This is an optimization exercise on Yosys and OpenROAD, whose aim is small area and a short achievable clock period, not a production implementation. The RTL was checked by simulation tests, not by an equivalence proof against the original design. The clock port is modelled as an ideal driver, which makes a skipped or thinned clock tree look cheaper than it is; a real chip needs a root buffer or a tree. Power and IR drop assume default switching activity.

Setup of oak:
==> flow/design.v <==
module abcd_output
(
	input clk,
	input rstn,
	input rx_pin_in,
	output ch_a_output, ch_b_output, ch_c_output, ch_d_output
);
	reg h2l_f1, h2l_f2;
	always @(posedge clk or negedge rstn)
		if (!rstn) begin
			h2l_f1 <= 1'b1;
			h2l_f2 <= 1'b1;
		end else begin
			h2l_f1 <= rx_pin_in;
			h2l_f2 <= h2l_f1;
		end
	wire h2l = h2l_f2 & ~h2l_f1;
	reg [3:0] st;							 
	reg [12:0] cnt;							 
	wire counting = (st != 4'd0) && (st <= 4'd12);
	wire bps = (st == 4'd1) ? (cnt[11] & cnt[9] & cnt[5] & cnt[3] & cnt[2])
	                         : (cnt[12] & cnt[10] & cnt[6] & cnt[4] & cnt[2] & cnt[1] & cnt[0]);
	always @(posedge clk or negedge rstn)
		if (!rstn)
			cnt <= 13'd0;
		else if (counting && !bps)
			cnt <= cnt + 1'b1;
		else
			cnt <= 13'd0;
	always @(posedge clk or negedge rstn)
		if (!rstn)
			st <= 4'd0;
		else case (st)
			4'd0, 4'd15: st <= h2l ? 4'd1 : 4'd0;
			4'd12, 4'd13, 4'd14: st <= st + 1'b1;
			default: if (bps) st <= st + 1'b1;
		endcase
	reg [15:0] sr;
	wire sample = bps && (st >= 4'd2) && (st <= 4'd9);
	always @(posedge clk)
		if (sample)
			sr <= {rx_pin_in, sr[15:1]};
	wire [7:0] rdata = sr[15:8];
	wire byte_ev = (st == 4'd15);			 
	reg [1:0] cst;							 
	reg [2:0] func;							 
	wire [2:0] func_code =
		(rdata[7:3] == 5'b01000 && rdata[2:0] != 3'd7) ? rdata[2:0] :
		(rdata == 8'd83) ? 3'd7 : 3'd0;
	always @(posedge clk or negedge rstn)
		if (!rstn)
			cst <= 2'd0;
		else if (byte_ev)
			cst <= (cst == 2'd1) ? 2'd2 : (cst == 2'd0) ? 2'd1 : 2'd0;
	always @(posedge clk)
		if (byte_ev && cst == 2'd0)
			func <= func_code;
	wire [15:0] value = {sr[7:0], sr[15:8]};
	wire commit = byte_ev && (cst == 2'd2);
	localparam [31:0] DIVIDEND = 32'd50000000;
	wire [4:0] cl = cnt[4:0];
	wire [4:0] bidx = 5'd26 - cl;
	wire dbit = DIVIDEND[bidx] & st[0] & st[1];
	wire rclr = (cl == 5'd0) && st[0] && st[1];	 
	reg [15:0] nrem;
	reg [15:0] nquo;
	wire [16:0] nr2 = {nrem, ~dbit};
	wire [16:0] sum;
	wire co;
	add_c #(17) u_div (.a(nr2), .b({1'b0, value}), .s(sum), .co(co));
	wire ge = ~co;
	always @(posedge clk) begin
		nrem <= rclr ? 16'hffff : (ge ? sum[15:0] : nr2[15:0]);
		nquo <= {nquo[14:0], co};
	end
	reg [9:0] delay_a, delay_b, delay_c, delay_d, duty;
	reg [15:0] nframe, ntick;				 
	wire nz = (value != 16'd0);
	wire [9:0] vsat = value[9:0] | {10{|value[15:10]}};
	always @(posedge clk or negedge rstn)
		if (!rstn) begin
			delay_a <= 10'd0;
			delay_b <= 10'd10;
			delay_c <= 10'd20;
			delay_d <= 10'd30;
			duty <= 10'd5;
			nframe <= ~16'd19264;			 
			ntick <= ~16'd50000;			 
		end else if (commit) begin
			case (func)
				3'd1: delay_a <= vsat;
				3'd2: delay_b <= vsat;
				3'd3: delay_c <= vsat;
				3'd4: delay_d <= vsat;
				3'd5: duty <= vsat;
				3'd6: if (nz) nframe <= nquo;
				3'd7: if (nz) ntick <= nquo;
				default: ;
			endcase
		end
	reg [15:0] fcnt, tcnt;
	reg [9:0] tnum;
	reg oa, ob, oc, od;
	wire frame, tick;
	cmp_chain #(16) u_fr (.a(fcnt), .nb(nframe), .ci(1'b1), .co(frame));
	cmp_chain #(16) u_tk (.a(tcnt), .nb(ntick), .ci(1'b1), .co(tick));
	wire [15:0] fcnt_inc, tcnt_inc;
	wire [9:0] m;
	incr #(16) u_fi (.a(fcnt), .ci(~tick), .s(fcnt_inc));
	incr #(16) u_ti (.a(tcnt), .ci(1'b1), .s(tcnt_inc));
	incr #(10) u_ni (.a(tnum), .ci(tick), .s(m));		 
	wire [9:0] w;
	wire wpos;
	sub_ge #(10) u_w (.a(m), .b(duty), .d(w), .ge(wpos));
	wire duty0 = ~|duty;
	wire force1 = frame | duty0;
	wire kill = force1 | ~wpos;
	wire [9:0] nb1 = ~(m & {10{~force1}});
	wire [9:0] nb2 = ~(w & {10{~kill}});
	wire g1a, g1b, g1c, g1d, g2a, g2b, g2c, g2d;
	cmp_chain #(10) u_1a (.a(delay_a), .nb(nb1), .ci(1'b0), .co(g1a));
	cmp_chain #(10) u_1b (.a(delay_b), .nb(nb1), .ci(1'b0), .co(g1b));
	cmp_chain #(10) u_1c (.a(delay_c), .nb(nb1), .ci(1'b0), .co(g1c));
	cmp_chain #(10) u_1d (.a(delay_d), .nb(nb1), .ci(1'b0), .co(g1d));
	cmp_chain #(10) u_2a (.a(delay_a), .nb(nb2), .ci(kill), .co(g2a));
	cmp_chain #(10) u_2b (.a(delay_b), .nb(nb2), .ci(kill), .co(g2b));
	cmp_chain #(10) u_2c (.a(delay_c), .nb(nb2), .ci(kill), .co(g2c));
	cmp_chain #(10) u_2d (.a(delay_d), .nb(nb2), .ci(kill), .co(g2d));
	wire upd = frame | tick;
	always @(posedge clk or negedge rstn)
		if (!rstn) begin
			fcnt <= 16'd0;
			tcnt <= 16'd0;
			tnum <= 10'd0;
			oa <= 1'b0; ob <= 1'b0; oc <= 1'b0; od <= 1'b0;
		end else begin
			fcnt <= frame ? 16'd0 : fcnt_inc;
			tcnt <= upd ? 16'd0 : tcnt_inc;
			tnum <= frame ? 10'd0 : m;
			if (upd) begin
				oa <= ~g1a & g2a;
				ob <= ~g1b & g2b;
				oc <= ~g1c & g2c;
				od <= ~g1d & g2d;
			end
		end
	assign ch_a_output = oa;
	assign ch_b_output = ob;
	assign ch_c_output = oc;
	assign ch_d_output = od;
endmodule
module cmp_chain #(parameter N = 16)
(
	input [N-1:0] a,
	input [N-1:0] nb,
	input ci,
	output co
);
	wire [N:0] c;
	assign c[0] = ci;
	genvar i;
	generate for (i = 0; i < N; i = i + 1) begin : g
		assign c[i+1] = (a[i] & nb[i]) | (c[i] & (a[i] | nb[i]));
	end endgenerate
	assign co = c[N];
endmodule
module add_c #(parameter N = 17)
(
	input [N-1:0] a,
	input [N-1:0] b,
	output [N-1:0] s,
	output co
);
	wire [N:0] c;
	assign c[0] = 1'b0;
	genvar i;
	generate for (i = 0; i < N; i = i + 1) begin : g
		assign s[i] = a[i] ^ b[i] ^ c[i];
		assign c[i+1] = (a[i] & b[i]) | (c[i] & (a[i] | b[i]));
	end endgenerate
	assign co = c[N];
endmodule
module incr #(parameter N = 16)
(
	input [N-1:0] a,
	input ci,
	output [N-1:0] s
);
	wire [N:0] c;
	assign c[0] = ci;
	genvar i;
	generate for (i = 0; i < N; i = i + 1) begin : g
		assign s[i] = a[i] ^ c[i];
		assign c[i+1] = a[i] & c[i];
	end endgenerate
endmodule
module sub_ge #(parameter N = 17)
(
	input [N-1:0] a,
	input [N-1:0] b,
	output [N-1:0] d,
	output ge
);
	wire [N:0] c;
	assign c[0] = 1'b1;
	genvar i;
	generate for (i = 0; i < N; i = i + 1) begin : g
		assign d[i] = a[i] ^ ~b[i] ^ c[i];
		assign c[i+1] = (a[i] & ~b[i]) | (c[i] & (a[i] | ~b[i]));
	end endgenerate
	assign ge = c[N];
endmodule
Settings: LEC_CHECK=0, ABC_AREA=1, CAP_MARGIN=20, CORE_MARGIN=2, CORE_UTILIZATION=60, SLEW_MARGIN=20; clock period 110.0 ns.
standard.sh (not shown) runs the stock make flow with config.mk's settings and CLKGATE_MAP_FILE= SYNTH_SCRIPT=/design/flow/synth_recipe.tcl, a recipe that flattens the netlist after the stock synthesis.
==> flow/flow/run.sh <==
#!/bin/bash
# Own layout flow: the standard ORFS flow with
#  - a stronger area-oriented ABC script for the synthesis's logic mapping
#    (registers are mapped before ABC, so they are the standard synthesis's),
#  - the CTS and port-buffer options given in flow/opts.sh.
# Each step's full output goes to a log file in this folder and in orfs/logs.
set -euo pipefail
W=$PWD
rm -rf "$W/scripts_mod"
cp -r "$FLOW_HOME/scripts" "$W/scripts_mod"
cp "$W/flow/abc_area.script" "$W/scripts_mod/abc_area.script"
source "$W/flow/opts.sh"
bash "$W/standard.sh" SCRIPTS_DIR="$W/scripts_mod" "${EXTRA_ARGS[@]}" finish > "$W/standard_flow.log" 2>&1
==> flow/flow/abc_area.script <==
strash
balance -l;resub -K 6 -l;rewrite -l;resub -K 6 -N 2 -l;refactor -l;resub -K 8 -l;balance -l;resub -K 8 -N 2 -l;rewrite -l;resub -K 10 -l;rewrite -z -l;resub -K 10 -N 2 -l;balance -l;resub -K 12 -l;refactor -z -l;resub -K 12 -N 2 -l;rewrite -z -l;balance -l
&get -n
&dch -f
&nf -a -p -R 1000
&put
==> flow/flow/opts.sh <==
EXTRA_ARGS=(
  "ADDER_MAP_FILE="
  "CTS_ARGS=-sink_clustering_enable -repair_clock_nets -buf_list {sky130_fd_sc_hd__clkbuf_4 sky130_fd_sc_hd__clkbuf_8} -root_buf sky130_fd_sc_hd__clkbuf_16 -dont_use_dummy_load"
  "BUFFER_PORTS_ARGS=-buffer_cell sky130_fd_sc_hd__buf_2"
)
[inputs] pine vs oak
# oak
export LEC_CHECK = 0
export ABC_AREA = 1
export CAP_MARGIN = 20
export CORE_MARGIN = 2
export CORE_UTILIZATION = 60
export SLEW_MARGIN = 20
create_clock -name core_clock -period 110.0 [get_ports {clk}]
# pine
export LEC_CHECK = 0
export ABC_AREA = 1
export CAP_MARGIN = 20
export CORE_MARGIN = 2
export CORE_UTILIZATION = 85
export SLEW_MARGIN = 20
create_clock -name core_clock -period 110.0 [get_ports {clk}]
==> flow/flow/opts.sh <==
# make variables passed to standard.sh (they override the ones it sets)
EXTRA_ARGS=(
  "ADDER_MAP_FILE="
  "CTS_ARGS=-sink_clustering_enable -repair_clock_nets -buf_list sky130_fd_sc_hd__clkbuf_8 -root_buf sky130_fd_sc_hd__clkbuf_16 -sink_clustering_size 20 -sink_clustering_max_diameter 60 -dont_use_dummy_load"
  "BUFFER_PORTS_ARGS=-buffer_cell sky130_fd_sc_hd__buf_2"
)
Results
- pine completed end to end with timing, DRC and antenna clean.
- pine vs. oak: total half-perimeter wirelength after legalization and detailed placement increased 2.2 mm, cell count decreased 49, fraction of area in registers increased 0.39 points.
- [pine] switching power as a share of total power rose 0.46 points relative to oak
- Power up about 0.5% in pine wrt oak
- pine — worst setup slack 0.13 ns lower, oak as reference
- Worst hold slack ends up higher on pine.
Relative to pine, the following input files were edited for birch:
# pine
export LEC_CHECK = 0
export ABC_AREA = 1
export CAP_MARGIN = 20
export CORE_MARGIN = 2
export CORE_UTILIZATION = 85
export SLEW_MARGIN = 20
create_clock -name core_clock -period 110.0 [get_ports {clk}]
# birch
export LEC_CHECK = 0
export ABC_AREA = 1
export CAP_MARGIN = 20
export CORE_MARGIN = 2
export CORE_UTILIZATION = 75
export SLEW_MARGIN = 20
create_clock -name core_clock -period 110.0 [get_ports {clk}]
## What came out
- Between birch and pine, the non-clock buffer area fraction after layout figures differ only marginally.
- Summary of the comparison: final clock skew is lower in birch, relative to pine.
- Required time reported for the critical path endpoint: birch > pine
- In the tables for birch and pine, final worst-path setup slack reads lower with pine.
- As far as diode insertion count for antenna repair goes, birch and pine are indistinguishable; the numbers are identical.
- Synthesized area came out exactly the same in birch and pine.
- birch ended with more maximum clock rate than pine.

========
== the reference run ==
Starts from the design.v that is shown in full above.
clock: 110.0 ns
lec_check: 0
abc_area: 1
cap_margin: 20
core_margin: 2
core_utilization: 60
slew_margin: 20
==> flow/flow/opts.sh <==
# make variables passed to standard.sh (they override the ones it sets)
EXTRA_ARGS=(
  "ADDER_MAP_FILE="
  "CTS_ARGS=-sink_clustering_enable -repair_clock_nets -buf_list sky130_fd_sc_hd__clkbuf_8 -root_buf sky130_fd_sc_hd__clkbuf_16 -sink_clustering_size 30 -sink_clustering_max_diameter 100 -dont_use_dummy_load"
  "BUFFER_PORTS_ARGS=-buffer_cell sky130_fd_sc_hd__buf_2"
)
Scripts as last shown in full above: flow/flow/run.sh, flow/flow/abc_area.script
The reference run completed; timing, DRC and antenna clean
Changes in the trial run relative to the reference run:
==> flow/flow/opts.sh <==
EXTRA_ARGS=(
  "ADDER_MAP_FILE="
  "CTS_ARGS=-sink_clustering_enable -repair_clock_nets -buf_list sky130_fd_sc_hd__clkbuf_8 -root_buf sky130_fd_sc_hd__clkbuf_16 -sink_clustering_size 25 -sink_clustering_max_diameter 300 -sink_clustering_levels 1 -dont_use_dummy_load"
  "BUFFER_PORTS_ARGS=-buffer_cell sky130_fd_sc_hd__buf_2"
)
### Flow results
Per the comparison of the trial run with the reference run, die span in x closely matched the old numbers, count of TritonRoute iterations in the first routing pass neither gained nor lost much, number of clock buffers in the layout about even.
Every run (the reference run and the trial run) finished clean.

========
Another version of the RTL of abcd_output (not shown whole).
For scale: about 790 cells after synthesis, about 200 flip-flops.
Settings: LEC_CHECK=0, ABC_AREA=1, CAP_MARGIN=20, CORE_MARGIN=2, CORE_UTILIZATION=60, SLEW_MARGIN=20; clock period 110.0 ns.
==> flow/flow/run.sh <==
#!/bin/bash
# Own layout flow: the standard ORFS flow with
#  - a stronger area-oriented ABC script for the synthesis's logic mapping
#    (registers are mapped before ABC, so they are the standard synthesis's),
#  - a hand-built clock tree (flow/manual_cts.tcl) and the port-buffer
#    options given in flow/opts.sh.
# Each step's full output goes to a log file in this folder and in orfs/logs.
set -euo pipefail
W=$PWD
rm -rf "$W/scripts_mod"
cp -r "$FLOW_HOME/scripts" "$W/scripts_mod"
cp "$W/flow/abc_area.script" "$W/scripts_mod/abc_area.script"
# clock tree: flow/manual_cts.tcl in place of TritonCTS when MANUAL_CTS is set
cp "$W/flow/manual_cts.tcl" "$W/scripts_mod/manual_cts.tcl"
python3 - "$W/scripts_mod/cts.tcl" <<'PYEOF'
import sys
p = sys.argv[1]
s = open(p).read()
old = "log_cmd clock_tree_synthesis {*}$cts_args"
assert old in s
s = s.replace(old, """if { [env_var_exists_and_non_empty MANUAL_CTS] } {
  source $::env(SCRIPTS_DIR)/manual_cts.tcl
  manual_cts {*}$::env(MANUAL_CTS)
} else {
  log_cmd clock_tree_synthesis {*}$cts_args
}""")
open(p, "w").write(s)
PYEOF
source "$W/flow/opts.sh"
bash "$W/standard.sh" SCRIPTS_DIR="$W/scripts_mod" "${EXTRA_ARGS[@]}" finish > "$W/standard_flow.log" 2>&1
==> flow/flow/opts.sh <==
# make variables passed to standard.sh (they override the ones it sets)
EXTRA_ARGS=(
  "ADDER_MAP_FILE="
  "MANUAL_CTS=8 sky130_fd_sc_hd__clkbuf_16 sky130_fd_sc_hd__clkbuf_16"
  "BUFFER_PORTS_ARGS=-buffer_cell sky130_fd_sc_hd__buf_2"
)
Scripts as last shown in full above: flow/flow/abc_area.script
Other scripts of this flow, unchanged in this note and not shown: flow/flow/manual_cts.tcl
The first run passed the timing, design-rule and antenna checks.
Edit:
--- a/flow/flow/opts.sh
+++ b/flow/flow/opts.sh
@@ -4 +4 @@
-  "MANUAL_CTS=8 sky130_fd_sc_hd__clkbuf_16 sky130_fd_sc_hd__clkbuf_16"
+  "MANUAL_CTS=16 sky130_fd_sc_hd__clkbuf_8 sky130_fd_sc_hd__clkbuf_16"
Total power is higher by about 0.3%.
Setup slack degrades by 0.013 ns.
Wire length drops by about 0.4%.
Die area stays the same.
Final cell count rose by about 0.8%.
Combinational power hardly moves.
Critical path depth stays the same.
Hold slack is worse by 0.0083 ns.
Sequential share of layout area is lower by 0.12 points.
Via count went up by about 0.5%.
Clock power is higher by about 2%.
No run of this note takes its clock network from TritonCTS; it comes from the design's own scripts or RTL.

[separate check: timing with driven ports]
In the flow no input, the clock included, has a driving cell. The finished layouts below were timed again as built, in two steps.
Step 1 sets driving cells, clkbuf_16 on the clock port and buf_2 on the other inputs (assumed; they add their load-dependent delay and slew).
Step 2 times the ports against the registers' clock, not the clock port: input delays grow and output delays shrink by t, the midpoint of the rising clock arrivals with the driver on.
Slacks: ideal / step 1 / step 2; pairs: ideal / step 1.
| run | t (ns) | setup WS [ns] | worst setup path at the end | worst slew at a driven data input, ns | cell pins on the clock port's net |
|---|---|---|---|---|---|
| oak | 0.421 | 87.097 / 87.050 / 86.798 | input, reset recovery | 0.04 | 1 |
| pine | 0.427 | 86.967 / 86.965 / 86.538 | input, reset recovery | 0.04 | 1 |
| birch | 0.428 | 87.067 / 87.056 / 86.641 | input, reset recovery | 0.04 | 1 |
| the reference run | 0.421 | 87.097 / 87.050 / 86.798 | input, reset recovery | 0.04 | 1 |
| the trial run | 0.421 | 87.097 / 87.050 / 86.798 | input, reset recovery | 0.04 | 1 |
| the first run of note 3 | 0.412 | 87.079 / 87.042 / 87.454 | register to output | 0.03 | 1 |
| the second run of note 3 | 0.426 | 87.067 / 87.029 / 87.455 | register to output | 0.03 | 1 |
After both steps setup and hold are still met in every run listed. The setup slack of pine, which loses most, moves by -0.002 ns with the drivers and by -0.429 ns with both steps. Setup slack includes reset recovery checks.
